Background: an optimization exercise with open tools, aiming at small area, a short achievable clock period and few clock cycles. Do not read the settings as production practice. In this exercise RTL edits were held to simulation tests only and were not proved equivalent to the original. Power figures rest on the tool's default switching activity, not on a simulated workload.

**design.v**
```verilog
`timescale 1ns/100ps
`default_nettype none
module m1(
input logic Clock,
input logic StartBit,
input logic Resetn,
input logic [15:0] ReadData,
output logic [15:0] WriteData,
output logic [17:0] SRAM_Address,
output logic Wen,
output logic StopBit
);
localparam logic [17:0] U_BASE   = 18'd38400;
localparam logic [17:0] V_BASE   = 18'd57600;
localparam logic [17:0] RGB_BASE = 18'd146944;
logic        run;
logic [4:0]  p;        
logic [15:0] S;        
logic [7:0]  col;      
logic [17:0] Wa;       
logic        w5, w6;   
logic        wr;       
logic        f0, f1, f157, f158, f159, quirk;    
logic        start;    
assign Wen = ~wr;
always_ff @(posedge Clock or negedge Resetn) begin
	if (~Resetn) begin
		run <= 1'b0;
		start <= 1'b0;
		p <= 5'b00001;
		S <= 16'd0;
		col <= 8'd156;
		Wa <= RGB_BASE;
		w5 <= 1'b0;
		w6 <= 1'b0;
		f0 <= 1'b0;
		f1 <= 1'b0;
		f157 <= 1'b0;
		f158 <= 1'b0;
		f159 <= 1'b0;
		quirk <= 1'b0;
		wr <= 1'b0;
		StopBit <= 1'b0;
	end else if (~run) begin
		start <= StartBit;
		if (start && ~StopBit) run <= 1'b1;
	end else begin
		p <= {p[3:0], p[4]};
		wr <= 1'b0;
		if (p[0] | p[2] | p[3]) begin
			if (p[0] ? w6 : w5) begin
				wr <= 1'b1;
				Wa <= Wa + 18'd1;
			end
		end
		if (p[1]) begin
			if (wr && (&SRAM_Address)) begin
				StopBit <= 1'b1;
				run <= 1'b0;
			end
		end
		if (p[4]) begin
			S <= S + 16'd1;
			col <= f159 ? 8'd0 : col + 8'd1;
			f0 <= f159;
			f1 <= f0;
			f157 <= (col == 8'd156);
			f158 <= f157;
			f159 <= f158;
			quirk <= (S == 16'd5);
			if (S == 16'd4) w5 <= 1'b1;
			if (S == 16'd5) w6 <= 1'b1;
		end
	end
end
always_ff @(posedge Clock) begin
	if (~run) SRAM_Address <= U_BASE;
	else if (p[0] | p[2] | p[3]) SRAM_Address <= Wa;
	else if (p[1]) SRAM_Address <= {2'b00, S - 16'd4};
	else SRAM_Address <= (S[0] ? U_BASE + 18'd1 : V_BASE) + {3'b000, S[15:1]};
end
logic [7:0] ur [0:5];
logic [7:0] vr [0:5];
logic [15:0] upend;
logic [7:0]  vpend;
wire ins = run & p[2];
always_ff @(posedge Clock) begin
	for (int k = 0; k < 5; k++) begin
		ur[k] <= ur[k+1];
		vr[k] <= vr[k+1];
	end
	ur[5] <= ur[0];
	vr[5] <= vr[0];
	if (ins) begin
		ur[0] <= S[0] ? upend[15:8] : upend[7:0];
		vr[0] <= S[0] ? ReadData[15:8] : vpend;
	end
	if (ins & ~S[0]) upend <= ReadData;
	if (ins & S[0]) vpend <= ReadData[7:0];
end
logic [7:0] w [0:5];
always_comb begin
	if (p[3]) for (int k = 0; k < 6; k++) w[k] = ur[5-k];
	else      for (int k = 0; k < 6; k++) w[k] = vr[(10-k) % 6];
end
logic [7:0] a1, b1, a2, b2, a3, b3;
always_comb begin
	a1 = w[2];
	b1 = f159 ? w[2] : w[3];
	a2 = f0 ? w[2] : w[1];
	b2 = f159 ? w[2] : f158 ? w[3] : w[4];
	a3 = f0 ? w[2] : f1 ? w[1] : w[0];
	b3 = f159 ? w[2] : f158 ? w[3] : (f157 || quirk) ? w[4] : w[5];
end
logic [8:0] s1, s2, s3;
always_ff @(posedge Clock) begin
	s1 <= a1 + b1;
	s2 <= a2 + b2;
	s3 <= a3 + b3;
end
wire [8:0] io;
wire [10:0] io3;
m1_interp u_interp(.Clock(Clock), .s1(s1), .s2(s2), .s3(s3), .o(io), .o3(io3));
logic [8:0] uo;     
always_ff @(posedge Clock) uo <= io;
logic [7:0] yb, yl;
always_ff @(posedge Clock) begin
	yb <= p[4] ? ReadData[15:8] : yl;
	if (p[4]) yl <= ReadData[7:0];
end
wire [7:0] ue = ur[1];
wire [7:0] ve = vr[1];
wire [8:0] eu = {ue[7], ~ue[7], ue[6:0]};
wire [8:0] ev = {ve[7], ~ve[7], ve[6:0]};
wire [8:0] xu = p[0] ? eu : uo;
wire [22:0] xt;
m1_yterm u_yterm(.Y(yb), .T(xt));
logic [22:0] pt;
logic [8:0] pu, pv;
logic [10:0] pu3, pv3;
always_ff @(posedge Clock) begin
	pt <= xt;
	pu <= xu;
	pu3 <= {xu, 1'b0} + {2'b00, xu};
	if (p[0]) begin
		pv <= ev;
		pv3 <= {ev, 1'b0} + {2'b00, ev};
	end else begin
		pv <= io;
		pv3 <= io3;
	end
end
wire [7:0] rr, gg, bb;
m1_pix u_pix(.Clock(Clock), .T(pt), .U(pu), .U3(pu3), .V(pv), .V3(pv3), .R(rr), .G(gg), .B(bb));
logic [7:0]  bh;
logic [15:0] gbh;
always_ff @(posedge Clock) begin
	bh <= bb;
	if (p[3]) gbh <= {gg, bb};
	if (p[2])      WriteData <= {rr, gg};
	else if (p[3]) WriteData <= {bh, rr};
	else           WriteData <= gbh;
end
endmodule
module m1_yterm(
input logic [7:0] Y,
output logic [24:2] T
);
wire yt_1 = Y[0] ^ Y[3];
wire yt_2 = Y[0] & Y[3];
wire yt_3 = Y[1] ^ Y[4];
wire yt_4 = Y[1] & Y[4];
wire yt_5 = Y[2] ^ Y[5];
wire yt_6 = Y[2] & Y[5];
wire yt_7 = Y[0] ^ Y[2];
wire yt_8 = Y[0] & Y[2];
wire yt_9 = Y[1] ^ Y[3] ^ Y[5];
wire yt_10 = (Y[1] & Y[3]) | (Y[1] & Y[5]) | (Y[3] & Y[5]);
wire yt_11 = Y[2] ^ Y[4] ^ Y[6];
wire yt_12 = (Y[2] & Y[4]) | (Y[2] & Y[6]) | (Y[4] & Y[6]);
wire yt_13 = Y[5] ^ Y[7] ^ yt_1;
wire yt_14 = (Y[5] & Y[7]) | (Y[5] & yt_1) | (Y[7] & yt_1);
wire yt_15 = Y[6] ^ yt_2 ^ yt_3;
wire yt_16 = (Y[6] & yt_2) | (Y[6] & yt_3) | (yt_2 & yt_3);
wire yt_17 = Y[7] ^ yt_4 ^ yt_5;
wire yt_18 = (Y[7] & yt_4) | (Y[7] & yt_5) | (yt_4 & yt_5);
wire yt_19 = Y[3] ^ Y[6] ^ yt_6;
wire yt_20 = (Y[3] & Y[6]) | (Y[3] & yt_6) | (Y[6] & yt_6);
wire yt_21 = Y[4] ^ Y[7];
wire yt_22 = Y[4] & Y[7];
wire yt_23 = Y[0] ^ Y[2];
wire yt_24 = Y[0] & Y[2];
wire yt_25 = ~1'b0 ^ Y[1] ^ Y[3];
wire yt_26 = (~1'b0 & Y[1]) | (~1'b0 & Y[3]) | (Y[1] & Y[3]);
wire yt_27 = ~1'b0 ^ Y[4] ^ yt_7;
wire yt_28 = (~1'b0 & Y[4]) | (~1'b0 & yt_7) | (Y[4] & yt_7);
wire yt_29 = ~1'b0 ^ yt_8 ^ yt_9;
wire yt_30 = (~1'b0 & yt_8) | (~1'b0 & yt_9) | (yt_8 & yt_9);
wire yt_31 = ~1'b0 ^ yt_10 ^ yt_11;
wire yt_32 = (~1'b0 & yt_10) | (~1'b0 & yt_11) | (yt_10 & yt_11);
wire yt_33 = ~1'b0 ^ yt_12 ^ yt_13;
wire yt_34 = (~1'b0 & yt_12) | (~1'b0 & yt_13) | (yt_12 & yt_13);
wire yt_35 = ~1'b0 ^ yt_14 ^ yt_15;
wire yt_36 = (~1'b0 & yt_14) | (~1'b0 & yt_15) | (yt_14 & yt_15);
wire yt_37 = ~1'b0 ^ yt_16 ^ yt_17;
wire yt_38 = (~1'b0 & yt_16) | (~1'b0 & yt_17) | (yt_16 & yt_17);
wire yt_39 = ~1'b0 ^ yt_18 ^ yt_19;
wire yt_40 = (~1'b0 & yt_18) | (~1'b0 & yt_19) | (yt_18 & yt_19);
wire yt_41 = ~1'b0 ^ yt_21 ^ yt_20;
wire yt_42 = (~1'b0 & yt_21) | (~1'b0 & yt_20) | (yt_21 & yt_20);
wire yt_43 = ~1'b0 ^ Y[5] ^ yt_22;
wire yt_44 = (~1'b0 & Y[5]) | (~1'b0 & yt_22) | (Y[5] & yt_22);
wire yt_45 = ~1'b0 ^ Y[6];
wire yt_46 = ~1'b0 & Y[6];
wire yt_47 = ~1'b0 ^ Y[7];
wire yt_48 = ~1'b0 & Y[7];
wire [24:0] yt_a = {yt_48, yt_46, yt_44, yt_42, yt_40, yt_38, yt_36, yt_34, yt_32, yt_30, yt_28, yt_26, yt_24, yt_23, ~1'b0, Y[0], ~Y[6], ~Y[5], ~Y[4], ~Y[3], ~Y[2], ~Y[1], ~1'b0, 1'b0, 1'b0};
wire [24:0] yt_b = {~1'b0, yt_47, yt_45, yt_43, yt_41, yt_39, yt_37, yt_35, yt_33, yt_31, yt_29, yt_27, yt_25, ~1'b0, Y[1], ~Y[7], 1'b0, 1'b0, 1'b0, 1'b0, 1'b0, 1'b0, ~Y[0], 1'b0, 1'b0};
wire [24:0] yts = yt_a + yt_b;
assign T = yts[24:2];
endmodule
module m1_pix(
input logic Clock,
input logic [24:2] T,
input logic [8:0] U,
input logic [10:0] U3,
input logic [8:0] V,
input logic [10:0] V3,
output logic [7:0] R,
output logic [7:0] G,
output logic [7:0] B
);
wire r_1 = T[8] ^ V[1];
wire r_2 = T[8] & V[1];
wire r_3 = T[9] ^ V[2];
wire r_4 = T[9] & V[2];
wire r_5 = T[10] ^ V[3] ^ V[6];
wire r_6 = (T[10] & V[3]) | (T[10] & V[6]) | (V[3] & V[6]);
wire r_7 = T[11] ^ V3[0] ^ V[4];
wire r_8 = (T[11] & V3[0]) | (T[11] & V[4]) | (V3[0] & V[4]);
wire r_9 = T[12] ^ V3[1];
wire r_10 = T[12] & V3[1];
wire r_11 = T[15] ^ V3[0];
wire r_12 = T[15] & V3[0];
wire r_13 = T[6] ^ V[2];
wire r_14 = T[6] & V[2];
wire r_15 = T[7] ^ V[0] ^ V[3];
wire r_16 = (T[7] & V[0]) | (T[7] & V[3]) | (V[0] & V[3]);
wire r_17 = V[4] ^ V3[8] ^ r_1;
wire r_18 = (V[4] & V3[8]) | (V[4] & r_1) | (V3[8] & r_1);
wire r_19 = V[5] ^ V3[9] ^ r_2;
wire r_20 = (V[5] & V3[9]) | (V[5] & r_2) | (V3[9] & r_2);
wire r_21 = V3[10] ^ r_4 ^ r_5;
wire r_22 = (V3[10] & r_4) | (V3[10] & r_5) | (r_4 & r_5);
wire r_23 = V[7] ^ r_6 ^ r_7;
wire r_24 = (V[7] & r_6) | (V[7] & r_7) | (r_6 & r_7);
wire r_25 = V[5] ^ V[8] ^ r_9;
wire r_26 = (V[5] & V[8]) | (V[5] & r_9) | (V[8] & r_9);
wire r_27 = T[13] ^ V3[2] ^ V[6];
wire r_28 = (T[13] & V3[2]) | (T[13] & V[6]) | (V3[2] & V[6]);
wire r_29 = T[14] ^ V3[3] ^ V[7];
wire r_30 = (T[14] & V3[3]) | (T[14] & V[7]) | (V3[3] & V[7]);
wire r_31 = V3[4] ^ V[8] ^ r_11;
wire r_32 = (V3[4] & V[8]) | (V3[4] & r_11) | (V[8] & r_11);
wire r_33 = T[16] ^ V3[1] ^ V3[5];
wire r_34 = (T[16] & V3[1]) | (T[16] & V3[5]) | (V3[1] & V3[5]);
wire r_35 = T[17] ^ V3[2];
wire r_36 = T[17] & V3[2];
wire r_37 = T[18] ^ V3[3] ^ V3[7];
wire r_38 = (T[18] & V3[3]) | (T[18] & V3[7]) | (V3[3] & V3[7]);
wire r_39 = T[19] ^ V3[4];
wire r_40 = T[19] & V3[4];
wire r_41 = T[20] ^ V3[5] ^ V3[9];
wire r_42 = (T[20] & V3[5]) | (T[20] & V3[9]) | (V3[5] & V3[9]);
wire r_43 = T[21] ^ V3[6];
wire r_44 = T[21] & V3[6];
wire r_45 = T[22] ^ V3[7];
wire r_46 = T[22] & V3[7];
wire r_47 = T[4] ^ V[0];
wire r_48 = T[4] & V[0];
wire r_49 = T[5] ^ V[1] ^ V3[5];
wire r_50 = (T[5] & V[1]) | (T[5] & V3[5]) | (V[1] & V3[5]);
wire r_51 = ~1'b0 ^ V3[6] ^ r_13;
wire r_52 = (~1'b0 & V3[6]) | (~1'b0 & r_13) | (V3[6] & r_13);
wire r_53 = V3[7] ^ r_14 ^ r_15;
wire r_54 = (V3[7] & r_14) | (V3[7] & r_15) | (r_14 & r_15);
wire r_55 = ~1'b0 ^ r_16 ^ r_17;
wire r_56 = (~1'b0 & r_16) | (~1'b0 & r_17) | (r_16 & r_17);
wire r_57 = r_3 ^ r_18 ^ r_19;
wire r_58 = (r_3 & r_18) | (r_3 & r_19) | (r_18 & r_19);
wire r_59 = ~1'b0 ^ r_20 ^ r_21;
wire r_60 = (~1'b0 & r_20) | (~1'b0 & r_21) | (r_20 & r_21);
wire r_61 = ~1'b0 ^ r_22 ^ r_23;
wire r_62 = (~1'b0 & r_22) | (~1'b0 & r_23) | (r_22 & r_23);
wire r_63 = r_8 ^ r_25 ^ r_24;
wire r_64 = (r_8 & r_25) | (r_8 & r_24) | (r_25 & r_24);
wire r_65 = r_10 ^ r_27 ^ r_26;
wire r_66 = (r_10 & r_27) | (r_10 & r_26) | (r_27 & r_26);
wire r_67 = ~1'b0 ^ r_28 ^ r_29;
wire r_68 = (~1'b0 & r_28) | (~1'b0 & r_29) | (r_28 & r_29);
wire r_69 = ~1'b0 ^ r_30 ^ r_31;
wire r_70 = (~1'b0 & r_30) | (~1'b0 & r_31) | (r_30 & r_31);
wire r_71 = r_12 ^ r_33 ^ r_32;
wire r_72 = (r_12 & r_33) | (r_12 & r_32) | (r_33 & r_32);
wire r_73 = V3[6] ^ r_35 ^ r_34;
wire r_74 = (V3[6] & r_35) | (V3[6] & r_34) | (r_35 & r_34);
wire r_75 = ~1'b0 ^ r_36 ^ r_37;
wire r_76 = (~1'b0 & r_36) | (~1'b0 & r_37) | (r_36 & r_37);
wire r_77 = V3[8] ^ r_39 ^ r_38;
wire r_78 = (V3[8] & r_39) | (V3[8] & r_38) | (r_39 & r_38);
wire r_79 = ~1'b0 ^ r_40 ^ r_41;
wire r_80 = (~1'b0 & r_40) | (~1'b0 & r_41) | (r_40 & r_41);
wire r_81 = V3[10] ^ r_43 ^ r_42;
wire r_82 = (V3[10] & r_43) | (V3[10] & r_42) | (r_43 & r_42);
wire r_83 = ~1'b0 ^ r_44 ^ r_45;
wire r_84 = (~1'b0 & r_44) | (~1'b0 & r_45) | (r_44 & r_45);
wire r_85 = T[23] ^ V3[8] ^ r_46;
wire r_86 = (T[23] & V3[8]) | (T[23] & r_46) | (V3[8] & r_46);
wire r_87 = T[24] ^ V3[9];
wire r_88 = T[24] & V3[9];
wire r_89 = ~1'b0 ^ V3[10];
wire r_90 = ~1'b0 & V3[10];
wire [26:0] r_a = {r_90, r_88, r_86, r_84, r_82, r_80, r_78, r_76, r_74, r_72, r_70, r_68, r_66, r_64, r_62, r_60, r_58, r_56, r_54, r_52, r_50, r_48, r_47, T[3], T[2], V3[1], V3[0]};
wire [26:0] r_b = {~1'b0, r_89, r_87, r_85, r_83, r_81, r_79, r_77, r_75, r_73, r_71, r_69, r_67, r_65, r_63, r_61, r_59, r_57, r_55, r_53, r_51, r_49, V3[4], V3[3], V3[2], 1'b0, 1'b0};
wire [16:0] r_lo = {1'b0, r_a[15:0]} + {1'b0, r_b[15:0]};
logic [26:16] r_ha, r_hb;
logic r_c;
always_ff @(posedge Clock) begin
	r_ha <= r_a[26:16];
	r_hb <= r_b[26:16];
	r_c <= r_lo[16];
end
wire [26:16] r_s = r_ha + r_hb + {{(10){1'b0}}, r_c};
wire [26:16] r_f = r_s;
assign R = r_f[26] ? 8'd0 : (|r_f[25:24]) ? 8'd255 : r_f[23:16];
wire g_1 = ~1'b0 ^ ~U3[2];
wire g_2 = ~1'b0 & ~U3[2];
wire g_3 = 1'b0 ^ U3[3] ^ V[1];
wire g_4 = (1'b0 & U3[3]) | (1'b0 & V[1]) | (U3[3] & V[1]);
wire g_5 = ~U3[4] ^ ~V[2];
wire g_6 = ~U3[4] & ~V[2];
wire g_7 = 1'b0 ^ U3[5] ^ V[3];
wire g_8 = (1'b0 & U3[5]) | (1'b0 & V[3]) | (U3[5] & V[3]);
wire g_9 = ~1'b0 ^ ~U3[6];
wire g_10 = ~1'b0 & ~U3[6];
wire g_11 = ~U[0] ^ ~U3[7];
wire g_12 = ~U[0] & ~U3[7];
wire g_13 = 1'b0 ^ U[1] ^ U3[8];
wire g_14 = (1'b0 & U[1]) | (1'b0 & U3[8]) | (U[1] & U3[8]);
wire g_15 = U[2] ^ U3[9] ^ V[0];
wire g_16 = (U[2] & U3[9]) | (U[2] & V[0]) | (U3[9] & V[0]);
wire g_17 = U3[0] ^ U[3] ^ U3[10];
wire g_18 = (U3[0] & U[3]) | (U3[0] & U3[10]) | (U[3] & U3[10]);
wire g_19 = ~V[1] ^ ~V[8];
wire g_20 = ~V[1] & ~V[8];
wire g_21 = U3[1] ^ U[4] ^ V3[0];
wire g_22 = (U3[1] & U[4]) | (U3[1] & V3[0]) | (U[4] & V3[0]);
wire g_23 = T[14] ^ ~V[2];
wire g_24 = T[14] & ~V[2];
wire g_25 = 1'b0 ^ U3[2] ^ U[5];
wire g_26 = (1'b0 & U3[2]) | (1'b0 & U[5]) | (U3[2] & U[5]);
wire g_27 = ~T[15] ^ V3[1] ^ V[3];
wire g_28 = (~T[15] & V3[1]) | (~T[15] & V[3]) | (V3[1] & V[3]);
wire g_29 = 1'b0 ^ U3[3] ^ U[6];
wire g_30 = (1'b0 & U3[3]) | (1'b0 & U[6]) | (U3[3] & U[6]);
wire g_31 = ~T[16] ^ V3[2] ^ V[4];
wire g_32 = (~T[16] & V3[2]) | (~T[16] & V[4]) | (V3[2] & V[4]);
wire g_33 = U3[4] ^ U[7] ^ V3[3];
wire g_34 = (U3[4] & U[7]) | (U3[4] & V3[3]) | (U[7] & V3[3]);
wire g_35 = T[17] ^ ~V[5];
wire g_36 = T[17] & ~V[5];
wire g_37 = U3[5] ^ U[8] ^ V3[4];
wire g_38 = (U3[5] & U[8]) | (U3[5] & V3[4]) | (U[8] & V3[4]);
wire g_39 = T[18] ^ ~V[6];
wire g_40 = T[18] & ~V[6];
wire g_41 = 1'b0 ^ U3[6] ^ V3[5];
wire g_42 = (1'b0 & U3[6]) | (1'b0 & V3[5]) | (U3[6] & V3[5]);
wire g_43 = T[19] ^ ~V[7];
wire g_44 = T[19] & ~V[7];
wire g_45 = 1'b0 ^ U3[7] ^ V3[6];
wire g_46 = (1'b0 & U3[7]) | (1'b0 & V3[6]) | (U3[7] & V3[6]);
wire g_47 = T[20] ^ ~V[8];
wire g_48 = T[20] & ~V[8];
wire g_49 = 1'b0 ^ U3[8] ^ V3[7];
wire g_50 = (1'b0 & U3[8]) | (1'b0 & V3[7]) | (U3[8] & V3[7]);
wire g_51 = ~1'b0 ^ ~U3[9];
wire g_52 = ~1'b0 & ~U3[9];
wire g_53 = ~1'b0 ^ ~U3[10];
wire g_54 = ~1'b0 & ~U3[10];
wire g_55 = ~1'b0 ^ ~U3[0];
wire g_56 = ~1'b0 & ~U3[0];
wire g_57 = ~U3[1] ^ ~V[4];
wire g_58 = ~U3[1] & ~V[4];
wire g_59 = ~T[5] ^ V[0] ^ V[5];
wire g_60 = (~T[5] & V[0]) | (~T[5] & V[5]) | (V[0] & V[5]);
wire g_61 = T[6] ^ ~V[6] ^ g_2;
wire g_62 = (T[6] & ~V[6]) | (T[6] & g_2) | (~V[6] & g_2);
wire g_63 = T[7] ^ ~V[7] ^ g_5;
wire g_64 = (T[7] & ~V[7]) | (T[7] & g_5) | (~V[7] & g_5);
wire g_65 = T[8] ^ ~V[8] ^ g_6;
wire g_66 = (T[8] & ~V[8]) | (T[8] & g_6) | (~V[8] & g_6);
wire g_67 = T[9] ^ ~V[4] ^ g_9;
wire g_68 = (T[9] & ~V[4]) | (T[9] & g_9) | (~V[4] & g_9);
wire g_69 = T[10] ^ g_10 ^ g_11;
wire g_70 = (T[10] & g_10) | (T[10] & g_11) | (g_10 & g_11);
wire g_71 = T[11] ^ ~V[6] ^ g_12;
wire g_72 = (T[11] & ~V[6]) | (T[11] & g_12) | (~V[6] & g_12);
wire g_73 = V[7] ^ g_14 ^ g_15;
wire g_74 = (V[7] & g_14) | (V[7] & g_15) | (g_14 & g_15);
wire g_75 = T[13] ^ g_19 ^ ~g_16;
wire g_76 = (T[13] & g_19) | (T[13] & ~g_16) | (g_19 & ~g_16);
wire g_77 = g_20 ^ g_23 ^ ~g_18;
wire g_78 = (g_20 & g_23) | (g_20 & ~g_18) | (g_23 & ~g_18);
wire g_79 = g_22 ^ g_25 ^ g_27;
wire g_80 = (g_22 & g_25) | (g_22 & g_27) | (g_25 & g_27);
wire g_81 = g_26 ^ g_28 ^ g_29;
wire g_82 = (g_26 & g_28) | (g_26 & g_29) | (g_28 & g_29);
wire g_83 = g_30 ^ g_32 ^ g_33;
wire g_84 = (g_30 & g_32) | (g_30 & g_33) | (g_32 & g_33);
wire g_85 = g_36 ^ g_39 ^ ~g_34;
wire g_86 = (g_36 & g_39) | (g_36 & ~g_34) | (g_39 & ~g_34);
wire g_87 = g_40 ^ g_43 ^ ~g_38;
wire g_88 = (g_40 & g_43) | (g_40 & ~g_38) | (g_43 & ~g_38);
wire g_89 = g_44 ^ g_47 ^ ~g_42;
wire g_90 = (g_44 & g_47) | (g_44 & ~g_42) | (g_47 & ~g_42);
wire g_91 = T[21] ^ g_48 ^ ~g_46;
wire g_92 = (T[21] & g_48) | (T[21] & ~g_46) | (g_48 & ~g_46);
wire g_93 = T[22] ^ ~V3[8] ^ g_51;
wire g_94 = (T[22] & ~V3[8]) | (T[22] & g_51) | (~V3[8] & g_51);
wire g_95 = T[23] ^ g_52 ^ g_53;
wire g_96 = (T[23] & g_52) | (T[23] & g_53) | (g_52 & g_53);
wire g_97 = 1'b0 ^ ~T[24] ^ V3[10];
wire g_98 = (1'b0 & ~T[24]) | (1'b0 & V3[10]) | (~T[24] & V3[10]);
wire g_99 = T[3] ^ g_55;
wire g_100 = T[3] & g_55;
wire g_101 = T[4] ^ g_56 ^ g_57;
wire g_102 = (T[4] & g_56) | (T[4] & g_57) | (g_56 & g_57);
wire g_103 = g_58 ^ g_1 ^ ~g_59;
wire g_104 = (g_58 & g_1) | (g_58 & ~g_59) | (g_1 & ~g_59);
wire g_105 = g_60 ^ g_3 ^ ~g_61;
wire g_106 = (g_60 & g_3) | (g_60 & ~g_61) | (g_3 & ~g_61);
wire g_107 = ~g_4 ^ g_62 ^ g_63;
wire g_108 = (~g_4 & g_62) | (~g_4 & g_63) | (g_62 & g_63);
wire g_109 = ~g_7 ^ g_64 ^ g_65;
wire g_110 = (~g_7 & g_64) | (~g_7 & g_65) | (g_64 & g_65);
wire g_111 = ~g_8 ^ g_66 ^ g_67;
wire g_112 = (~g_8 & g_66) | (~g_8 & g_67) | (g_66 & g_67);
wire g_113 = ~V[5] ^ g_68 ^ g_69;
wire g_114 = (~V[5] & g_68) | (~V[5] & g_69) | (g_68 & g_69);
wire g_115 = ~g_13 ^ g_70 ^ g_71;
wire g_116 = (~g_13 & g_70) | (~g_13 & g_71) | (g_70 & g_71);
wire g_117 = T[12] ^ g_72 ^ ~g_73;
wire g_118 = (T[12] & g_72) | (T[12] & ~g_73) | (g_72 & ~g_73);
wire g_119 = g_17 ^ g_74 ^ ~g_75;
wire g_120 = (g_17 & g_74) | (g_17 & ~g_75) | (g_74 & ~g_75);
wire g_121 = ~g_21 ^ g_76 ^ g_77;
wire g_122 = (~g_21 & g_76) | (~g_21 & g_77) | (g_76 & g_77);
wire g_123 = g_24 ^ g_78 ^ ~g_79;
wire g_124 = (g_24 & g_78) | (g_24 & ~g_79) | (g_78 & ~g_79);
wire g_125 = g_31 ^ g_80 ^ g_81;
wire g_126 = (g_31 & g_80) | (g_31 & g_81) | (g_80 & g_81);
wire g_127 = ~g_35 ^ g_82 ^ g_83;
wire g_128 = (~g_35 & g_82) | (~g_35 & g_83) | (g_82 & g_83);
wire g_129 = g_37 ^ g_84 ^ ~g_85;
wire g_130 = (g_37 & g_84) | (g_37 & ~g_85) | (g_84 & ~g_85);
wire g_131 = ~g_41 ^ g_86 ^ g_87;
wire g_132 = (~g_41 & g_86) | (~g_41 & g_87) | (g_86 & g_87);
wire g_133 = ~g_45 ^ g_88 ^ g_89;
wire g_134 = (~g_45 & g_88) | (~g_45 & g_89) | (g_88 & g_89);
wire g_135 = ~g_49 ^ g_90 ^ g_91;
wire g_136 = (~g_49 & g_90) | (~g_49 & g_91) | (g_90 & g_91);
wire g_137 = ~g_50 ^ g_92 ^ g_93;
wire g_138 = (~g_50 & g_92) | (~g_50 & g_93) | (g_92 & g_93);
wire g_139 = ~V3[9] ^ g_94 ^ g_95;
wire g_140 = (~V3[9] & g_94) | (~V3[9] & g_95) | (g_94 & g_95);
wire g_141 = g_54 ^ ~g_97 ^ g_96;
wire g_142 = (g_54 & ~g_97) | (g_54 & g_96) | (~g_97 & g_96);
wire [26:0] g_a = {~1'b0, g_142, g_140, g_138, g_136, g_134, g_132, ~g_130, ~g_128, ~g_126, g_124, g_122, ~g_120, g_118, g_116, g_114, g_112, g_110, g_108, ~g_106, g_104, g_102, g_100, g_99, T[2], ~V[1], ~1'b0};
wire [26:0] g_b = {1'b0, ~g_98, g_141, g_139, g_137, g_135, g_133, g_131, ~g_129, ~g_127, ~g_125, g_123, g_121, ~g_119, g_117, g_115, g_113, g_111, g_109, g_107, ~g_105, g_103, g_101, ~V[3], ~V[2], 1'b0, ~V[0]};
wire [16:0] g_lo = {1'b0, g_a[15:0]} + {1'b0, g_b[15:0]};
logic [26:16] g_ha, g_hb;
logic g_c;
always_ff @(posedge Clock) begin
	g_ha <= g_a[26:16];
	g_hb <= g_b[26:16];
	g_c <= g_lo[16];
end
wire [26:16] g_s = g_ha + g_hb + {{(10){1'b0}}, g_c};
wire [26:16] g_f = g_s;
assign G = g_f[26] ? 8'd0 : (|g_f[25:24]) ? 8'd255 : g_f[23:16];
wire b_1 = T[8] ^ U[1];
wire b_2 = T[8] & U[1];
wire b_3 = T[9] ^ U[2];
wire b_4 = T[9] & U[2];
wire b_5 = T[10] ^ U[0] ^ U[3];
wire b_6 = (T[10] & U[0]) | (T[10] & U[3]) | (U[0] & U[3]);
wire b_7 = U3[7] ^ U3[10];
wire b_8 = U3[7] & U3[10];
wire b_9 = T[11] ^ U[1] ^ U[4];
wire b_10 = (T[11] & U[1]) | (T[11] & U[4]) | (U[1] & U[4]);
wire b_11 = T[12] ^ U[2];
wire b_12 = T[12] & U[2];
wire b_13 = T[13] ^ U[3];
wire b_14 = T[13] & U[3];
wire b_15 = T[14] ^ U[4];
wire b_16 = T[14] & U[4];
wire b_17 = T[15] ^ U[5];
wire b_18 = T[15] & U[5];
wire b_19 = T[6] ^ U3[3];
wire b_20 = T[6] & U3[3];
wire b_21 = T[7] ^ U[0] ^ U3[4];
wire b_22 = (T[7] & U[0]) | (T[7] & U3[4]) | (U[0] & U3[4]);
wire b_23 = U3[5] ^ U3[8] ^ b_1;
wire b_24 = (U3[5] & U3[8]) | (U3[5] & b_1) | (U3[8] & b_1);
wire b_25 = U3[6] ^ U3[9] ^ b_2;
wire b_26 = (U3[6] & U3[9]) | (U3[6] & b_2) | (U3[9] & b_2);
wire b_27 = b_4 ^ b_7 ^ b_5;
wire b_28 = (b_4 & b_7) | (b_4 & b_5) | (b_7 & b_5);
wire b_29 = U3[8] ^ b_8 ^ b_6;
wire b_30 = (U3[8] & b_8) | (U3[8] & b_6) | (b_8 & b_6);
wire b_31 = U[5] ^ U3[9] ^ b_11;
wire b_32 = (U[5] & U3[9]) | (U[5] & b_11) | (U3[9] & b_11);
wire b_33 = U[6] ^ U3[10] ^ b_12;
wire b_34 = (U[6] & U3[10]) | (U[6] & b_12) | (U3[10] & b_12);
wire b_35 = U[7] ^ b_14 ^ b_15;
wire b_36 = (U[7] & b_14) | (U[7] & b_15) | (b_14 & b_15);
wire b_37 = U[8] ^ b_16 ^ b_17;
wire b_38 = (U[8] & b_16) | (U[8] & b_17) | (b_16 & b_17);
wire b_39 = T[16] ^ U[6];
wire b_40 = T[16] & U[6];
wire b_41 = T[17] ^ U[0];
wire b_42 = T[17] & U[0];
wire b_43 = T[18] ^ U[1];
wire b_44 = T[18] & U[1];
wire b_45 = T[19] ^ U[2];
wire b_46 = T[19] & U[2];
wire b_47 = T[3] ^ U3[0];
wire b_48 = T[3] & U3[0];
wire b_49 = T[4] ^ U3[1] ^ U3[4];
wire b_50 = (T[4] & U3[1]) | (T[4] & U3[4]) | (U3[1] & U3[4]);
wire b_51 = T[5] ^ U3[2] ^ U3[5];
wire b_52 = (T[5] & U3[2]) | (T[5] & U3[5]) | (U3[2] & U3[5]);
wire b_53 = ~1'b0 ^ U3[6] ^ b_19;
wire b_54 = (~1'b0 & U3[6]) | (~1'b0 & b_19) | (U3[6] & b_19);
wire b_55 = U3[7] ^ b_20 ^ b_21;
wire b_56 = (U3[7] & b_20) | (U3[7] & b_21) | (b_20 & b_21);
wire b_57 = ~1'b0 ^ b_22 ^ b_23;
wire b_58 = (~1'b0 & b_22) | (~1'b0 & b_23) | (b_22 & b_23);
wire b_59 = b_3 ^ b_24 ^ b_25;
wire b_60 = (b_3 & b_24) | (b_3 & b_25) | (b_24 & b_25);
wire b_61 = ~1'b0 ^ b_26 ^ b_27;
wire b_62 = (~1'b0 & b_26) | (~1'b0 & b_27) | (b_26 & b_27);
wire b_63 = b_9 ^ b_28 ^ b_29;
wire b_64 = (b_9 & b_28) | (b_9 & b_29) | (b_28 & b_29);
wire b_65 = b_10 ^ b_30 ^ b_31;
wire b_66 = (b_10 & b_30) | (b_10 & b_31) | (b_30 & b_31);
wire b_67 = b_13 ^ b_32 ^ b_33;
wire b_68 = (b_13 & b_32) | (b_13 & b_33) | (b_32 & b_33);
wire b_69 = ~1'b0 ^ b_34 ^ b_35;
wire b_70 = (~1'b0 & b_34) | (~1'b0 & b_35) | (b_34 & b_35);
wire b_71 = ~1'b0 ^ b_36 ^ b_37;
wire b_72 = (~1'b0 & b_36) | (~1'b0 & b_37) | (b_36 & b_37);
wire b_73 = b_18 ^ b_39 ^ b_38;
wire b_74 = (b_18 & b_39) | (b_18 & b_38) | (b_39 & b_38);
wire b_75 = U[7] ^ b_40 ^ b_41;
wire b_76 = (U[7] & b_40) | (U[7] & b_41) | (b_40 & b_41);
wire b_77 = U[8] ^ b_42 ^ b_43;
wire b_78 = (U[8] & b_42) | (U[8] & b_43) | (b_42 & b_43);
wire b_79 = ~1'b0 ^ b_44 ^ b_45;
wire b_80 = (~1'b0 & b_44) | (~1'b0 & b_45) | (b_44 & b_45);
wire b_81 = T[20] ^ U[3] ^ b_46;
wire b_82 = (T[20] & U[3]) | (T[20] & b_46) | (U[3] & b_46);
wire b_83 = ~1'b0 ^ T[21] ^ U[4];
wire b_84 = (~1'b0 & T[21]) | (~1'b0 & U[4]) | (T[21] & U[4]);
wire b_85 = ~1'b0 ^ T[22] ^ U[5];
wire b_86 = (~1'b0 & T[22]) | (~1'b0 & U[5]) | (T[22] & U[5]);
wire b_87 = ~1'b0 ^ T[23] ^ U[6];
wire b_88 = (~1'b0 & T[23]) | (~1'b0 & U[6]) | (T[23] & U[6]);
wire b_89 = ~1'b0 ^ T[24] ^ U[7];
wire b_90 = (~1'b0 & T[24]) | (~1'b0 & U[7]) | (T[24] & U[7]);
wire [26:0] b_a = {~1'b0, b_90, b_88, b_86, b_84, b_82, b_80, b_78, b_76, b_74, b_72, b_70, b_68, b_66, b_64, b_62, b_60, b_58, b_56, b_54, b_52, b_50, b_48, b_47, T[2], U3[1], U3[0]};
wire [26:0] b_b = {1'b0, U[8], b_89, b_87, b_85, b_83, b_81, b_79, b_77, b_75, b_73, b_71, b_69, b_67, b_65, b_63, b_61, b_59, b_57, b_55, b_53, b_51, b_49, U3[3], U3[2], 1'b0, 1'b0};
wire [16:0] b_lo = {1'b0, b_a[15:0]} + {1'b0, b_b[15:0]};
logic [26:16] b_ha, b_hb;
logic b_c;
always_ff @(posedge Clock) begin
	b_ha <= b_a[26:16];
	b_hb <= b_b[26:16];
	b_c <= b_lo[16];
end
wire [26:16] b_s = b_ha + b_hb + {{(10){1'b0}}, b_c};
wire [26:16] b_f = b_s;
assign B = b_f[26] ? 8'd0 : (|b_f[25:24]) ? 8'd255 : b_f[23:16];
endmodule
module m1_interp(
input logic Clock,
input logic [8:0] s1,
input logic [8:0] s2,
input logic [8:0] s3,
output logic [8:0] o,
output logic [10:0] o3
);
wire ip_1 = s1[0] ^ s1[2];
wire ip_2 = s1[0] & s1[2];
wire ip_3 = s1[1] ^ s1[3];
wire ip_4 = s1[1] & s1[3];
wire ip_5 = s1[0] ^ s2[1];
wire ip_6 = s1[0] & s2[1];
wire ip_7 = 1'b0 ^ s1[6] ^ s2[0];
wire ip_8 = (1'b0 & s1[6]) | (1'b0 & s2[0]) | (s1[6] & s2[0]);
wire ip_9 = s1[1] ^ s2[2] ^ s3[2];
wire ip_10 = (s1[1] & s2[2]) | (s1[1] & s3[2]) | (s2[2] & s3[2]);
wire ip_11 = 1'b0 ^ s1[7] ^ s2[1];
wire ip_12 = (1'b0 & s1[7]) | (1'b0 & s2[1]) | (s1[7] & s2[1]);
wire ip_13 = s2[3] ^ s3[3] ^ s3[5];
wire ip_14 = (s2[3] & s3[3]) | (s2[3] & s3[5]) | (s3[3] & s3[5]);
wire ip_15 = s3[7] ^ ip_1;
wire ip_16 = s3[7] & ip_1;
wire ip_17 = s1[8] ^ s2[2] ^ s2[6];
wire ip_18 = (s1[8] & s2[2]) | (s1[8] & s2[6]) | (s2[2] & s2[6]);
wire ip_19 = s2[4] ^ s3[4] ^ s3[6];
wire ip_20 = (s2[4] & s3[4]) | (s2[4] & s3[6]) | (s3[4] & s3[6]);
wire ip_21 = s3[8] ^ ip_2 ^ ip_3;
wire ip_22 = (s3[8] & ip_2) | (s3[8] & ip_3) | (ip_2 & ip_3);
wire ip_23 = ~1'b0 ^ s1[2] ^ s1[4];
wire ip_24 = (~1'b0 & s1[2]) | (~1'b0 & s1[4]) | (s1[2] & s1[4]);
wire ip_25 = s2[3] ^ ~s2[5] ^ s2[7];
wire ip_26 = (s2[3] & ~s2[5]) | (s2[3] & s2[7]) | (~s2[5] & s2[7]);
wire ip_27 = s3[5] ^ s3[7] ^ ip_4;
wire ip_28 = (s3[5] & s3[7]) | (s3[5] & ip_4) | (s3[7] & ip_4);
wire ip_29 = ~1'b0 ^ s1[3] ^ s1[5];
wire ip_30 = (~1'b0 & s1[3]) | (~1'b0 & s1[5]) | (s1[3] & s1[5]);
wire ip_31 = s2[4] ^ ~s2[6] ^ s2[8];
wire ip_32 = (s2[4] & ~s2[6]) | (s2[4] & s2[8]) | (~s2[6] & s2[8]);
wire ip_33 = s3[6] ^ s3[8];
wire ip_34 = s3[6] & s3[8];
wire ip_35 = s1[4] ^ s1[6] ^ s2[7];
wire ip_36 = (s1[4] & s1[6]) | (s1[4] & s2[7]) | (s1[6] & s2[7]);
wire ip_37 = s1[5] ^ s1[7];
wire ip_38 = s1[5] & s1[7];
wire ip_39 = ~1'b0 ^ ~s1[2];
wire ip_40 = ~1'b0 & ~s1[2];
wire ip_41 = ~s1[3] ^ ~s2[1];
wire ip_42 = ~s1[3] & ~s2[1];
wire ip_43 = s1[4] ^ ~s2[0] ^ s2[2];
wire ip_44 = (s1[4] & ~s2[0]) | (s1[4] & s2[2]) | (~s2[0] & s2[2]);
wire ip_45 = s3[0] ^ s3[2];
wire ip_46 = s3[0] & s3[2];
wire ip_47 = s1[5] ^ s2[3] ^ ~s3[1];
wire ip_48 = (s1[5] & s2[3]) | (s1[5] & ~s3[1]) | (s2[3] & ~s3[1]);
wire ip_49 = s3[3] ^ s3[5] ^ ip_5;
wire ip_50 = (s3[3] & s3[5]) | (s3[3] & ip_5) | (s3[5] & ip_5);
wire ip_51 = s3[4] ^ s3[6] ^ ip_6;
wire ip_52 = (s3[4] & s3[6]) | (s3[4] & ip_6) | (s3[6] & ip_6);
wire ip_53 = s2[4] ^ ip_7 ^ ~ip_9;
wire ip_54 = (s2[4] & ip_7) | (s2[4] & ~ip_9) | (ip_7 & ~ip_9);
wire ip_55 = s2[5] ^ ip_8 ^ ip_11;
wire ip_56 = (s2[5] & ip_8) | (s2[5] & ip_11) | (ip_8 & ip_11);
wire ip_57 = ip_10 ^ ip_13 ^ ip_15;
wire ip_58 = (ip_10 & ip_13) | (ip_10 & ip_15) | (ip_13 & ip_15);
wire ip_59 = ip_12 ^ ~ip_14 ^ ip_17;
wire ip_60 = (ip_12 & ~ip_14) | (ip_12 & ip_17) | (~ip_14 & ip_17);
wire ip_61 = ip_19 ^ ip_16 ^ ip_21;
wire ip_62 = (ip_19 & ip_16) | (ip_19 & ip_21) | (ip_16 & ip_21);
wire ip_63 = ~ip_18 ^ ip_20 ^ ip_23;
wire ip_64 = (~ip_18 & ip_20) | (~ip_18 & ip_23) | (ip_20 & ip_23);
wire ip_65 = ~ip_25 ^ ip_22 ^ ip_27;
wire ip_66 = (~ip_25 & ip_22) | (~ip_25 & ip_27) | (ip_22 & ip_27);
wire ip_67 = ip_33 ^ ip_24 ^ ip_29;
wire ip_68 = (ip_33 & ip_24) | (ip_33 & ip_29) | (ip_24 & ip_29);
wire ip_69 = ip_26 ^ ip_31 ^ ~ip_28;
wire ip_70 = (ip_26 & ip_31) | (ip_26 & ~ip_28) | (ip_31 & ~ip_28);
wire ip_71 = s3[7] ^ ip_34 ^ ip_30;
wire ip_72 = (s3[7] & ip_34) | (s3[7] & ip_30) | (ip_34 & ip_30);
wire ip_73 = s2[5] ^ ip_32 ^ ~ip_35;
wire ip_74 = (s2[5] & ip_32) | (s2[5] & ~ip_35) | (ip_32 & ~ip_35);
wire ip_75 = 1'b0 ^ s2[6] ^ ~s2[8];
wire ip_76 = (1'b0 & s2[6]) | (1'b0 & ~s2[8]) | (s2[6] & ~s2[8]);
wire ip_77 = s3[8] ^ ip_37 ^ ip_36;
wire ip_78 = (s3[8] & ip_37) | (s3[8] & ip_36) | (ip_37 & ip_36);
wire ip_79 = ~1'b0 ^ s1[6] ^ s1[8];
wire ip_80 = (~1'b0 & s1[6]) | (~1'b0 & s1[8]) | (s1[6] & s1[8]);
wire ip_81 = ~s2[7] ^ ip_38;
wire ip_82 = ~s2[7] & ip_38;
wire ip_83 = ~1'b0 ^ ~s2[8];
wire ip_84 = ~1'b0 & ~s2[8];
wire ip_85 = s3[0] ^ s3[2];
wire ip_86 = s3[0] & s3[2];
wire ip_87 = s3[1] ^ s3[3] ^ ip_40;
wire ip_88 = (s3[1] & s3[3]) | (s3[1] & ip_40) | (s3[3] & ip_40);
wire ip_89 = s3[4] ^ ip_45 ^ ip_42;
wire ip_90 = (s3[4] & ip_45) | (s3[4] & ip_42) | (ip_45 & ip_42);
wire ip_91 = ~ip_46 ^ ip_44 ^ ip_47;
wire ip_92 = (~ip_46 & ip_44) | (~ip_46 & ip_47) | (ip_44 & ip_47);
wire ip_93 = ~ip_48 ^ ip_50 ^ ip_51;
wire ip_94 = (~ip_48 & ip_50) | (~ip_48 & ip_51) | (ip_50 & ip_51);
wire ip_95 = ~ip_52 ^ ip_54 ^ ip_55;
wire ip_96 = (~ip_52 & ip_54) | (~ip_52 & ip_55) | (ip_54 & ip_55);
wire ip_97 = ip_56 ^ ip_59 ^ ~ip_58;
wire ip_98 = (ip_56 & ip_59) | (ip_56 & ~ip_58) | (ip_59 & ~ip_58);
wire ip_99 = ip_63 ^ ip_62 ^ ip_65;
wire ip_100 = (ip_63 & ip_62) | (ip_63 & ip_65) | (ip_62 & ip_65);
wire ip_101 = ip_64 ^ ip_67 ^ ip_66;
wire ip_102 = (ip_64 & ip_67) | (ip_64 & ip_66) | (ip_67 & ip_66);
wire ip_103 = ip_68 ^ ip_71 ^ ~ip_73;
wire ip_104 = (ip_68 & ip_71) | (ip_68 & ~ip_73) | (ip_71 & ~ip_73);
wire ip_105 = ~ip_75 ^ ip_72 ^ ip_77;
wire ip_106 = (~ip_75 & ip_72) | (~ip_75 & ip_77) | (ip_72 & ip_77);
wire ip_107 = ip_79 ^ ip_81 ^ ip_78;
wire ip_108 = (ip_79 & ip_81) | (ip_79 & ip_78) | (ip_81 & ip_78);
wire ip_109 = s1[7] ^ ip_83 ^ ip_80;
wire ip_110 = (s1[7] & ip_83) | (s1[7] & ip_80) | (ip_83 & ip_80);
wire ip_111 = s1[8] ^ ip_84;
wire ip_112 = s1[8] & ip_84;
wire ip_113 = ~1'b0 ^ ~s1[0];
wire ip_114 = ~1'b0 & ~s1[0];
wire ip_115 = ~s1[1] ^ s3[1];
wire ip_116 = ~s1[1] & s3[1];
wire ip_117 = ~s2[0] ^ ip_85 ^ ip_39;
wire ip_118 = (~s2[0] & ip_85) | (~s2[0] & ip_39) | (ip_85 & ip_39);
wire ip_119 = ip_86 ^ ip_41 ^ ip_87;
wire ip_120 = (ip_86 & ip_41) | (ip_86 & ip_87) | (ip_41 & ip_87);
wire ip_121 = ~ip_43 ^ ip_88 ^ ip_89;
wire ip_122 = (~ip_43 & ip_88) | (~ip_43 & ip_89) | (ip_88 & ip_89);
wire ip_123 = ip_90 ^ ip_49 ^ ~ip_91;
wire ip_124 = (ip_90 & ip_49) | (ip_90 & ~ip_91) | (ip_49 & ~ip_91);
wire ip_125 = ip_92 ^ ip_53 ^ ~ip_93;
wire ip_126 = (ip_92 & ip_53) | (ip_92 & ~ip_93) | (ip_53 & ~ip_93);
wire ip_127 = ip_57 ^ ip_94 ^ ~ip_95;
wire ip_128 = (ip_57 & ip_94) | (ip_57 & ~ip_95) | (ip_94 & ~ip_95);
wire ip_129 = ~ip_61 ^ ip_96 ^ ip_97;
wire ip_130 = (~ip_61 & ip_96) | (~ip_61 & ip_97) | (ip_96 & ip_97);
wire ip_131 = ip_60 ^ ip_98 ^ ~ip_99;
wire ip_132 = (ip_60 & ip_98) | (ip_60 & ~ip_99) | (ip_98 & ~ip_99);
wire ip_133 = ~ip_69 ^ ip_100 ^ ip_101;
wire ip_134 = (~ip_69 & ip_100) | (~ip_69 & ip_101) | (ip_100 & ip_101);
wire ip_135 = ~ip_70 ^ ip_103 ^ ip_102;
wire ip_136 = (~ip_70 & ip_103) | (~ip_70 & ip_102) | (ip_103 & ip_102);
wire ip_137 = ~ip_74 ^ ip_105 ^ ip_104;
wire ip_138 = (~ip_74 & ip_105) | (~ip_74 & ip_104) | (ip_105 & ip_104);
wire ip_139 = ~ip_76 ^ ip_106 ^ ip_107;
wire ip_140 = (~ip_76 & ip_106) | (~ip_76 & ip_107) | (ip_106 & ip_107);
wire ip_141 = ip_82 ^ ip_109 ^ ip_108;
wire ip_142 = (ip_82 & ip_109) | (ip_82 & ip_108) | (ip_109 & ip_108);
wire ip_143 = ~1'b0 ^ ip_111 ^ ip_110;
wire ip_144 = (~1'b0 & ip_111) | (~1'b0 & ip_110) | (ip_111 & ip_110);
wire ip_145 = ~1'b0 ^ ip_112;
wire ip_146 = ~1'b0 & ip_112;
wire [16:0] ip_a = {ip_144, ip_142, ip_140, ip_138, ip_136, ip_134, ~ip_132, ~ip_130, ip_128, ~ip_126, ip_124, ip_122, ip_120, ip_118, ip_116, ip_114, ip_113};
wire [16:0] ip_b = {ip_145, ip_143, ip_141, ip_139, ip_137, ip_135, ip_133, ~ip_131, ~ip_129, ip_127, ~ip_125, ip_123, ip_121, ip_119, ip_117, ip_115, s3[0]};
wire [10:0] ip_lo = {1'b0, ip_a[9:0]} + {1'b0, ip_b[9:0]};
logic [16:10] ip_ha, ip_hb;
logic ip_c;
logic [9:8] ip_l;
always_ff @(posedge Clock) begin
	ip_ha <= ip_a[16:10];
	ip_hb <= ip_b[16:10];
	ip_c <= ip_lo[10];
	ip_l <= ip_lo[9:8];
end
wire [16:10] ip_s = ip_ha + ip_hb + {{(6){1'b0}}, ip_c};
wire [16:8] ip_f = {ip_s, ip_l};
assign o = ip_f;
assign o3 = {o, 1'b0} + {2'b00, o};
endmodule
```
**config.mk**
```make
export PLATFORM = sky130hd
export DESIGN_NAME = m1
export DESIGN_NICKNAME = m1
export VERILOG_FILES = /design/flow/design.v
export SDC_FILE = /design/flow/constraint.sdc
export NUM_CORES = 4
export LEC_CHECK = 0
export CAP_MARGIN = 20
export CORE_MARGIN = 2
export CORE_UTILIZATION = 40
export CTS_BUF_LIST = sky130_fd_sc_hd__clkbuf_16
export CTS_CLUSTER_DIAMETER = 90
export CTS_CLUSTER_SIZE = 22
export SLEW_MARGIN = 20
```
**standard.sh**
```bash
#!/bin/bash
# synth_recipe.tcl (not shown) runs the flow's synth.tcl, then flattens the netlist and writes it again
# the make line also repeats each setting of config.mk as NAME=value (left out here)
make -C /OpenROAD-flow-scripts/flow DESIGN_CONFIG=/design/flow/config.mk WORK_HOME=/design/flow/orfs CLKGATE_MAP_FILE= SYNTH_SCRIPT=/design/flow/synth_recipe.tcl "${@:-finish}"
```
**flow/run.sh**
```bash
#!/bin/bash
set -euo pipefail
bash standard.sh synth > synth.log 2>&1
bash standard.sh "BUFFER_PORTS_ARGS=-buffer_cell sky130_fd_sc_hd__buf_4" "SETUP_SLACK_MARGIN=8.3" "CTS_ARGS=-sink_clustering_enable -repair_clock_nets -buf_list sky130_fd_sc_hd__clkbuf_16 -root_buf sky130_fd_sc_hd__clkbuf_16 -sink_clustering_size 30 -sink_clustering_max_diameter 150" finish > layout.log 2>&1
```
**constraint.sdc**
```tcl
create_clock -name core_clock -period 12.0 [get_ports {Clock}]
set_input_delay 2.4000 -clock core_clock [delete_from_list [all_inputs] [get_ports {Clock}]]
set_output_delay 2.4000 -clock core_clock [all_outputs]
set_load 0.01 [all_outputs]
```
==> impl_metrics.json, run 1 <==
{
  "die_y_um": 253,
  "max_freq_ghz": 0.281,
  "numPortBuffers": 54,
  "nFillCells": 5871,
  "dpl_cell_area_um2": 26200,
  "cp-end-kind": "primary output",
  "first_global_vias": 16900,
  "synth_edf_count": 48,
  "ys_seq_elements": 431,
  "drt_iter0_markers": 751,
  "syn_nets": 2863,
  "io_pins": 55,
  "ctsRootBufferMaster": "clkbuf_16",
  "htree_levels": 1,
  "synth_top_area_cell": "dfxtp_1",
  "drt-total-wl_um": 57800,
  "status": "complete, no violations",
  "synth_ff_type": "dfxtp_1",
  "crit_fanout": 2,
  "synth_cells": 2424,
  "irDropWorstVdd_uv": 89.5,
  "fin_crit_sh_pct": 29.6,
  "max_slew_margin_pct": 35.8,
  "reg2regPathDepth": 9,
  "power_mw": 2.21,
  "grt_first_pass_wirelength_um": 91900,
  "worstHoldPathCells": 0,
  "cp-start-kind": "flop",
  "wl_per_cell_um": 17.5,
  "track_usage_pct": 18.2,
  "cts_tree": "done",
  "p_comb_share_pct": 0.5,
  "num_vias": 16500,
  "yosysWarnings": 6,
  "setup_viol": 0,
  "power.internal_mw": 1.75,
  "drt-pass1-iter-count": 5,
  "regArea_um2": 9420,
  "worst_pin_slew_ns": 0.959,
  "drive_gt1_share_pct": 7.67,
  "finalInstanceArea_um2": 26800,
  "cts_inserted_buffers": 18,
  "num_rows": 91,
  "ant_nets": 0,
  "final.min_clock_period_ns": 3.56,
  "p_sw_uw": 467,
  "pre_cts_ws_ns": 8.13,
  "fin_ws_ns": 8.44,
  "gr-total-overflow": 0,
  "tns_ns": 0,
  "yosysMostFrequentCell": "inv_1",
  "die-area_um2": 64100,
  "drc": 0,
  "synth_top_area_share_pct": 26.1,
  "cts_sinks": 431,
  "clkTransAtPathRegs_ns": 0.11,
  "clock_latency_ns": 0.57,
  "drv_cap": 0,
  "cp.required_ns": 9.60,
  "syn_to_final_growth_pct": 7.72,
  "cpLargestDelayFamily": "flip-flops",
  "synth_common_cells": "inv_1, dfxtp_1, ha_1",
  "ys_types": 75,
  "avgSynthCellArea_um2": 10.3,
  "cts_buffer_depth": 3,
  "cp_slowest_cell": "dfrtp_1",
  "grt_max_degree": 60,
  "hp-start": "ur[2][0]",
  "r2r_end": "SRAM_Address[14]",
  "hold_viol_final": 0,
  "path_class": "flop to primary output",
  "crit_chain": "inv_1, buf_4",
  "fin_nets": 2894,
  "r2r_slack_ns": 8.52,
  "yosysSeqAreaShare_pct": 37.9,
  "place.gp.congestion": 0.907,
  "grt_antenna_before_repair": 6,
  "multi_input_comb_area_um2": 13600,
  "pwr-share-clk_pct": 33.6,
  "hp-class": "flop to flop",
  "worstPathArrival_ns": 1.16,
  "p_leak_nw": 12.2,
  "core-area_um2": 61600,
  "hpwl_um": 46400,
  "cpPeakStageDelay_ns": 0.39,
  "viasPerCell": 5.00,
  "power_density_nw_per_um2": 82.7,
  "die_w_um": 253,
  "rsz0062_at_grt": "no",
  "synthArstFlopShare_pct": 13.7,
  "r2r-start": "S[0]",
  "syn_area_um2": 24800,
  "netSwitchingFraction_pct": 21.1,
  "critical_path_buf_inv_count": 2,
  "whs_endpoint": "ur[1][0]",
  "finClkSkew_ns": 0.0277,
  "start_util_pct": 40.3,
  "slew_violations": 0,
  "pwr-share-seq_pct": 65.9,
  "synth_area_leaders": "dfxtp_1, fa_1, ha_1"
}
==> power groups by stage <==
stage | logic (mW) | clock network, mW | registers (mW)
floorplan | 0.000534 | 0 | 1.49
global placement | 0.0109 | 0 | 1.49
detailed placement | 0.0112 | 0 | 1.49
CTS | 0.0113 | 0.767 | 1.46
global route | 0.0122 | 0.812 | 1.46
finish | 0.0107 | 0.744 | 1.46
==> per-stage QoR <==
step,hold WS (ns),instances,utilization [%]
floorplan,0.326,2424,-
finish,0.343,3301,43.5
global placement,0.328,3267,42.5
detailed placement,0.333,3267,42.5
global route,0.359,3301,43.5
CTS,0.341,3295,43.3
==> layout make-up <==
class                   count  share of cell area, %
repair buffers             69                   2.06
multi-input cells        1506                   50.9
clock buffers              18                   1.68
well taps                 837                   3.91
clock inverters            10                  0.248
flip-flops and latches    431                   35.2
inverters                 429                   6.02
diodes                      1                0.00935
==> logic make-up (layout without fill, tap and decap cells) <==
kind of cell | after synthesis | in the layout | synth area share [%]
fa+ha+maj | 420 | 420 | 26.1
compound gates | 433 | 433 | 11.1
buf+inv | 487 | 526 | 7.37
mux | 105 | 105 | 4.90
xor+xnor | 125 | 125 | 4.41
simple gates | 423 | 423 | 8.20
other cells | 0 | 1 | 0
flops | 431 | 431 | 37.9
==> worst max-delay path by stage <==
| stage | startpoint | end | slack, ns | cells after the start |
|---|---|---|---|---|
| finish | wr | Wen | 8.44 | 2 |
| global route | yb[0] | pt[22] | 8.31 | 12 |
| CTS | p[3] | s3[7] | 8.36 | 13 |
| detailed placement | p[3] | s3[7] | 8.13 | 13 |
| global placement | p[3] | s3[7] | 8.19 | 13 |
| floorplan | p[3] | s2[7] | 8.40 | 12 |
==> metal layers <==
layer | up-vias | global-route usage, % | wire [um]
met2 | 298 | 32.8 | 28800
met3 | 69 | 2.07 | 2010
met5 | - | 0 | 0
met1 | 8011 | 23.3 | 25600
met4 | 0 | 4.63 | 1440
li1 | 8126 | - | -
==> worst reg2reg max path, cell delays in order, from the launching register on <==
cell and delay, ns:
dfrtp_1 0.71, buf_4 0.36, ha_1 0.31, ha_1 0.23, and2_1 0.24, nand2_1 0.13, o21ai_0 0.44, a221o_1 0.28
mux2_2 0.35, o311a_1 0.33
==> registers in the layout (all words and copies together), names as in the netlist, 10 cells and up <==
| signal | count |
|---|---|
| ur | 48 |
| vr | 48 |
| pt | 23 |
| SRAM_Address | 18 |
| Wa | 18 |
| S | 16 |
| WriteData | 16 |
| gbh | 16 |
| upend | 16 |
| pu3 | 11 |
| pv3 | 11 |
| u_pix.r_ha | 11 |
| u_pix.b_ha | 10 |
| u_pix.b_hb | 10 |
| u_pix.g_ha | 10 |
| u_pix.g_hb | 10 |
| u_pix.r_hb | 10 |
==> what timing repair did <==
action | CTS | global route
gates resized for setup | 3 | 5
setup endpoints to repair | 7 | 9
buffers inserted | 0 | 5
hold buffers | 0 | 0
==> placed cells by master, fill, tap and decap left out, drive strengths merged, types with 52 or more instances in the layout <==
cell / count
dfxtp: 324
xnor2: 93
fa: 163
nor2: 86
nand2: 139
o21ai: 107
inv: 436
a21oi: 116
mux2i: 52
buf: 69
ha: 257
Testbench counts, summed over its fixed seeds: cycles 1,152,174.
==> run 2: changes to the inputs <==
--- a/design.v
+++ b/design.v
@@ -39,21 +39,27 @@
 		f158 <= 1'b0;
 		f159 <= 1'b0;
 		quirk <= 1'b0;
+		SRAM_Address <= 18'd0;
 		wr <= 1'b0;
 		StopBit <= 1'b0;
 	end else if (~run) begin
 		start <= StartBit;
-		if (start && ~StopBit) run <= 1'b1;
+		if (start && ~StopBit) begin
+			run <= 1'b1;
+			SRAM_Address <= U_BASE;
+		end
 	end else begin
 		p <= {p[3:0], p[4]};
 		wr <= 1'b0;
 		if (p[0] | p[2] | p[3]) begin
+			SRAM_Address <= Wa;
 			if (p[0] ? w6 : w5) begin
 				wr <= 1'b1;
 				Wa <= Wa + 18'd1;
 			end
 		end
 		if (p[1]) begin
+			SRAM_Address <= {2'b00, S - 16'd4};
 			if (wr && (&SRAM_Address)) begin
 				StopBit <= 1'b1;
 				run <= 1'b0;
@@ -70,15 +76,10 @@
 			quirk <= (S == 16'd5);
 			if (S == 16'd4) w5 <= 1'b1;
 			if (S == 16'd5) w6 <= 1'b1;
+			SRAM_Address <= (S[0] ? U_BASE + 18'd1 : V_BASE) + {3'b000, S[15:1]};
 		end
 	end
 end
-always_ff @(posedge Clock) begin
-	if (~run) SRAM_Address <= U_BASE;
-	else if (p[0] | p[2] | p[3]) SRAM_Address <= Wa;
-	else if (p[1]) SRAM_Address <= {2'b00, S - 16'd4};
-	else SRAM_Address <= (S[0] ? U_BASE + 18'd1 : V_BASE) + {3'b000, S[15:1]};
-end
 logic [7:0] ur [0:5];
 logic [7:0] vr [0:5];
 logic [15:0] upend;
@@ -98,9 +99,11 @@
 	if (ins & ~S[0]) upend <= ReadData;
 	if (ins & S[0]) vpend <= ReadData[7:0];
 end
+logic usel;
+always_ff @(posedge Clock) usel <= p[2];
 logic [7:0] w [0:5];
 always_comb begin
-	if (p[3]) for (int k = 0; k < 6; k++) w[k] = ur[5-k];
+	if (usel) for (int k = 0; k < 6; k++) w[k] = ur[5-k];
 	else      for (int k = 0; k < 6; k++) w[k] = vr[(10-k) % 6];
 end
 logic [7:0] a1, b1, a2, b2, a3, b3;
@@ -132,7 +135,9 @@
 wire [7:0] ve = vr[1];
 wire [8:0] eu = {ue[7], ~ue[7], ue[6:0]};
 wire [8:0] ev = {ve[7], ~ve[7], ve[6:0]};
-wire [8:0] xu = p[0] ? eu : uo;
+logic esel;
+always_ff @(posedge Clock) esel <= p[4];
+wire [8:0] xu = esel ? eu : uo;
 wire [22:0] xt;
 m1_yterm u_yterm(.Y(yb), .T(xt));
 logic [22:0] pt;
@@ -142,7 +147,7 @@
 	pt <= xt;
 	pu <= xu;
 	pu3 <= {xu, 1'b0} + {2'b00, xu};
-	if (p[0]) begin
+	if (esel) begin
 		pv <= ev;
 		pv3 <= {ev, 1'b0} + {2'b00, ev};
 	end else begin
==> flow/run.sh (replaced) <==
#!/bin/bash
# Standard synthesis, then the standard layout with stronger port buffers,
# a clock tree with a strong root buffer and larger sink clusters, and
# timing repair aimed below the design's clock period. Each make run's
# full output goes to its own log here; ORFS keeps per-step logs in orfs/logs.
set -euo pipefail
bash standard.sh synth > synth.log 2>&1
bash standard.sh "BUFFER_PORTS_ARGS=-buffer_cell sky130_fd_sc_hd__buf_4" "SETUP_SLACK_MARGIN=8.6" \
  "CTS_ARGS=-sink_clustering_enable -repair_clock_nets -buf_list sky130_fd_sc_hd__clkbuf_16 -root_buf sky130_fd_sc_hd__clkbuf_16 -sink_clustering_size 26 -sink_clustering_max_diameter 150" \
  finish > layout.log 2>&1
==> run 2 against run 1 <==
Fmax decreased by 0.84%; critical path type unchanged; cell count decreased by 2.4%; first-iteration DRC count increased by 34%; sequential share of layout area increased by 0.35 points; register-to-register slack improved by 0.10 ns; still clean on timing, DRC and antenna; via count decreased by 2.6%; sequential power about the same; highest routed layer unchanged.
==> impl_metrics.json, run 2 <==
{
  "htree_levels": 1,
  "cts_sinks": 433,
  "status": "complete, no violations",
  "ys_types": 86,
  "pre_cts_ws_ns": 8.45,
  "track_usage_pct": 18.1,
  "hold_viol_final": 0,
  "final.min_clock_period_ns": 3.59,
  "grt_antenna_before_repair": 0,
  "drt-pass1-iter-count": 5,
  "worst_pin_slew_ns": 1.05,
  "clock_latency_ns": 0.58,
  "cp.required_ns": 9.60,
  "holdBufCountCts": 0,
  "io_pins": 55,
  "yosysSeqAreaShare_pct": 38.7,
  "synth_edf_count": 48,
  "place_inst": 3171,
  "synth_common_cells": "inv_1, dfxtp_1, ha_1",
  "grt_first_pass_wirelength_um": 90800,
  "cp-end-kind": "primary output",
  "crit_fanout": 2,
  "synthArstFlopShare_pct": 17.8,
  "die-area_um2": 63700,
  "setup_viol": 0,
  "num_vias": 16100,
  "synth_ff_type": "dfxtp_1",
  "clkTransAtPathRegs_ns": 0.11,
  "final_common_cell": "inv_1",
  "gr-total-overflow": 0,
  "synth_area_leaders": "dfxtp_1, fa_1, ha_1",
  "ant_nets": 0,
  "power_density_nw_per_um2": 84.2,
  "start_util_pct": 40.2,
  "cp-start-kind": "flop",
  "syn_nets": 2813,
  "fin_ws_ns": 8.41,
  "cp-startpoint": "StopBit",
  "cts_tree": "done",
  "finalInstanceArea_um2": 27000,
  "r2r_end": "u_interp.ip_c",
  "crit_end": "StopBit",
  "numPortBuffers": 54,
  "drc": 0,
  "cts_inserted_buffers": 20,
  "grt_busiest_layer": "met2",
  "die_w_um": 252,
  "tns_ns": 0,
  "dpl_cell_area_um2": 25900,
  "cts_buffer_depth": 3,
  "drive_gt1_share_pct": 10.0,
  "yosysMostFrequentCell": "inv_1",
  "drt_iter0_markers": 1009,
  "met2_usage_pct": 31.8,
  "ctsRootBufferMaster": "clkbuf_16",
  "rsz0062_at_grt": "yes",
  "r2r-start": "s1[5]",
  "fin_crit_sh_pct": 29.9,
  "first_global_vias": 16500,
  "crit_cells": 1,
  "power_mw": 2.27,
  "finClkSkew_ns": 0.0427,
  "biggestRegsByFlops": "ur (48), vr (48), pt (23)",
  "synth_top_area_share_pct": 25.0,
  "place.gp.congestion": 0.905,
  "crit_chain": "buf_6",
  "max_freq_ghz": 0.279,
  "die_y_um": 252,
  "hold_slack_ns": 0.348,
  "final_cells": 3222,
  "drv_cap": 0,
  "reg2regPathDepth": 14,
  "syn_to_final_growth_pct": 9.16,
  "ys_seq_elements": 433,
  "most-common-layout-cells": "inv_1, dfxtp_1, ha_1, fa_1, nand2_1",
  "cpPeakStageDelay_ns": 0.46,
  "grt_max_degree": 78,
  "fin_nets": 2860,
  "path_class": "flop to primary output",
  "max_slew_margin_pct": 29.8,
  "final_core_util_pct": 43.9,
  "avgSynthCellArea_um2": 10.4,
  "synth_top_area_cell": "dfxtp_1",
  "drt-total-wl_um": 57000,
  "viasPerCell": 4.99,
  "syn_area_um2": 24700,
  "num_rows": 91,
  "critical_path_buf_inv_count": 1,
  "core-area_um2": 61400,
  "met3_usage_pct": 1.96,
  "irDropWorstVdd_uv": 86.4,
  "r2r_slack_ns": 8.62,
  "cpLargestDelayFamily": "flip-flops",
  "yosysWarnings": 6,
  "hp-class": "flop to flop",
  "wl_per_cell_um": 17.7,
  "use_met1_pct": 23.9,
  "slew_violations": 0,
  "cp_slowest_cell": "dfrtp_2",
  "hpwl_um": 45800,
  "p_leak_nw": 12.3,
  "synth_cells": 2374,
  "worstPathArrival_ns": 1.19
}
[run 2: worst reg2reg max path: stages, from the launching register on]
cell and delay, ns:
dfxtp_2 0.35, inv_2 0.04, fa_1 0.52, inv_1 0.05
fa_1 0.47, inv_1 0.05, fa_1 0.53, ha_4 0.22
and3_4 0.14, a21oi_2 0.09, o21ai_1 0.09, o41a_1 0.34
and2_4 0.19, o21ai_1 0.12, nand2b_1 0.06
[run 2: cell families (layout without fill, tap and decap cells)]
logic type | Yosys count | in the layout | synth area share [%]
adder cells (fa/ha/maj) | 420 | 420 | 26.2
flip-flops | 433 | 433 | 38.7
AND/OR/NAND/NOR | 389 | 389 | 7.60
AO/OA/AOI/OAI | 410 | 410 | 10.5
XOR/XNOR | 133 | 133 | 4.72
other | 0 | 1 | 0
buffers and inverters | 486 | 543 | 7.46
multiplexers | 103 | 103 | 4.86
[run 2: cell type report]
cell class	count	area [um^2]
fillers	5779	34400
multi-input cells	1455	13400
flip-flops and latches	433	9590
inverters	432	1620
well taps	790	988
repair buffers	79	778
clock buffers	20	500
clock inverters	12	78.8
diodes	1	2.50
[run 2: timing repair]
item,4_1_cts,5_1_grt
endpoints found under the hold margin,0,0
gates resized for setup,57,34
setup buffers,13,3
pin swaps,1,5
gates cloned,0,1
endpoints found under the setup margin,40,72
[run 2: where the power goes]
group          total, mW  switching [mW]  internal, mW
registers           1.47         0.00314          1.47
clock network      0.774           0.462         0.312
logic             0.0264          0.0134        0.0130
total               2.27           0.479          1.79
[run 2: how the worst min path moves through the flow]
stage / start / endpoint / slack, ns / depth (start not counted)
2_1_floorplan: ur[2][3] / ur[1][3] / 0.33 / 0
3_3_place_gp: ur[3][4] / ur[2][4] / 0.33 / 0
3_5_place_dp: vr[5][5] / vr[4][5] / 0.34 / 0
4_1_cts: ur[2][6] / ur[1][6] / 0.35 / 0
5_1_grt: ur[2][6] / ur[1][6] / 0.36 / 0
6_report: ur[2][6] / ur[1][6] / 0.35 / 0
[run 2: layer usage]
layer | share of wire [%] | routed length [um]
met1 | 45 | 25900
met2 | 49 | 27900
met3 | 3.1 | 1800
met4 | 2.5 | 1410
met5 | 0 | 0
Testbench counts of run 2, summed over its fixed seeds: cycles 1,152,174.

-- what the ideal ports hide --
How much do the figures lean on ideal ports? The routed layouts below were timed once more, with nothing changed but the port constraints. Step 1: set_driving_cell puts a clkbuf_16 on Clock and a buf_2 on each other input, an assumption about the parent block. Step 2 moves the port delays by t, midway between the first and last clock arrival at a register: inputs arrive t later, outputs are due t later. That takes back most of the time a late clock gives input paths. Three values: no drivers, after step 1, after step 2; two values: the first two.
| run | t (ns) | slack for setup (ns) | worst hold slack (ns) | worst register clock-pin slew, ns |
|---|---|---|---|---|
| run 1 | 0.622 | 8.445 / 8.382 / 8.523 | 0.343 / 0.343 / 0.343 | 0.12 / 0.12 |
| run 2 | 0.621 | 8.415 / 8.357 / 8.617 | 0.348 / 0.348 / 0.348 | 0.11 / 0.11 |
After both steps setup and hold are still met in every run listed.
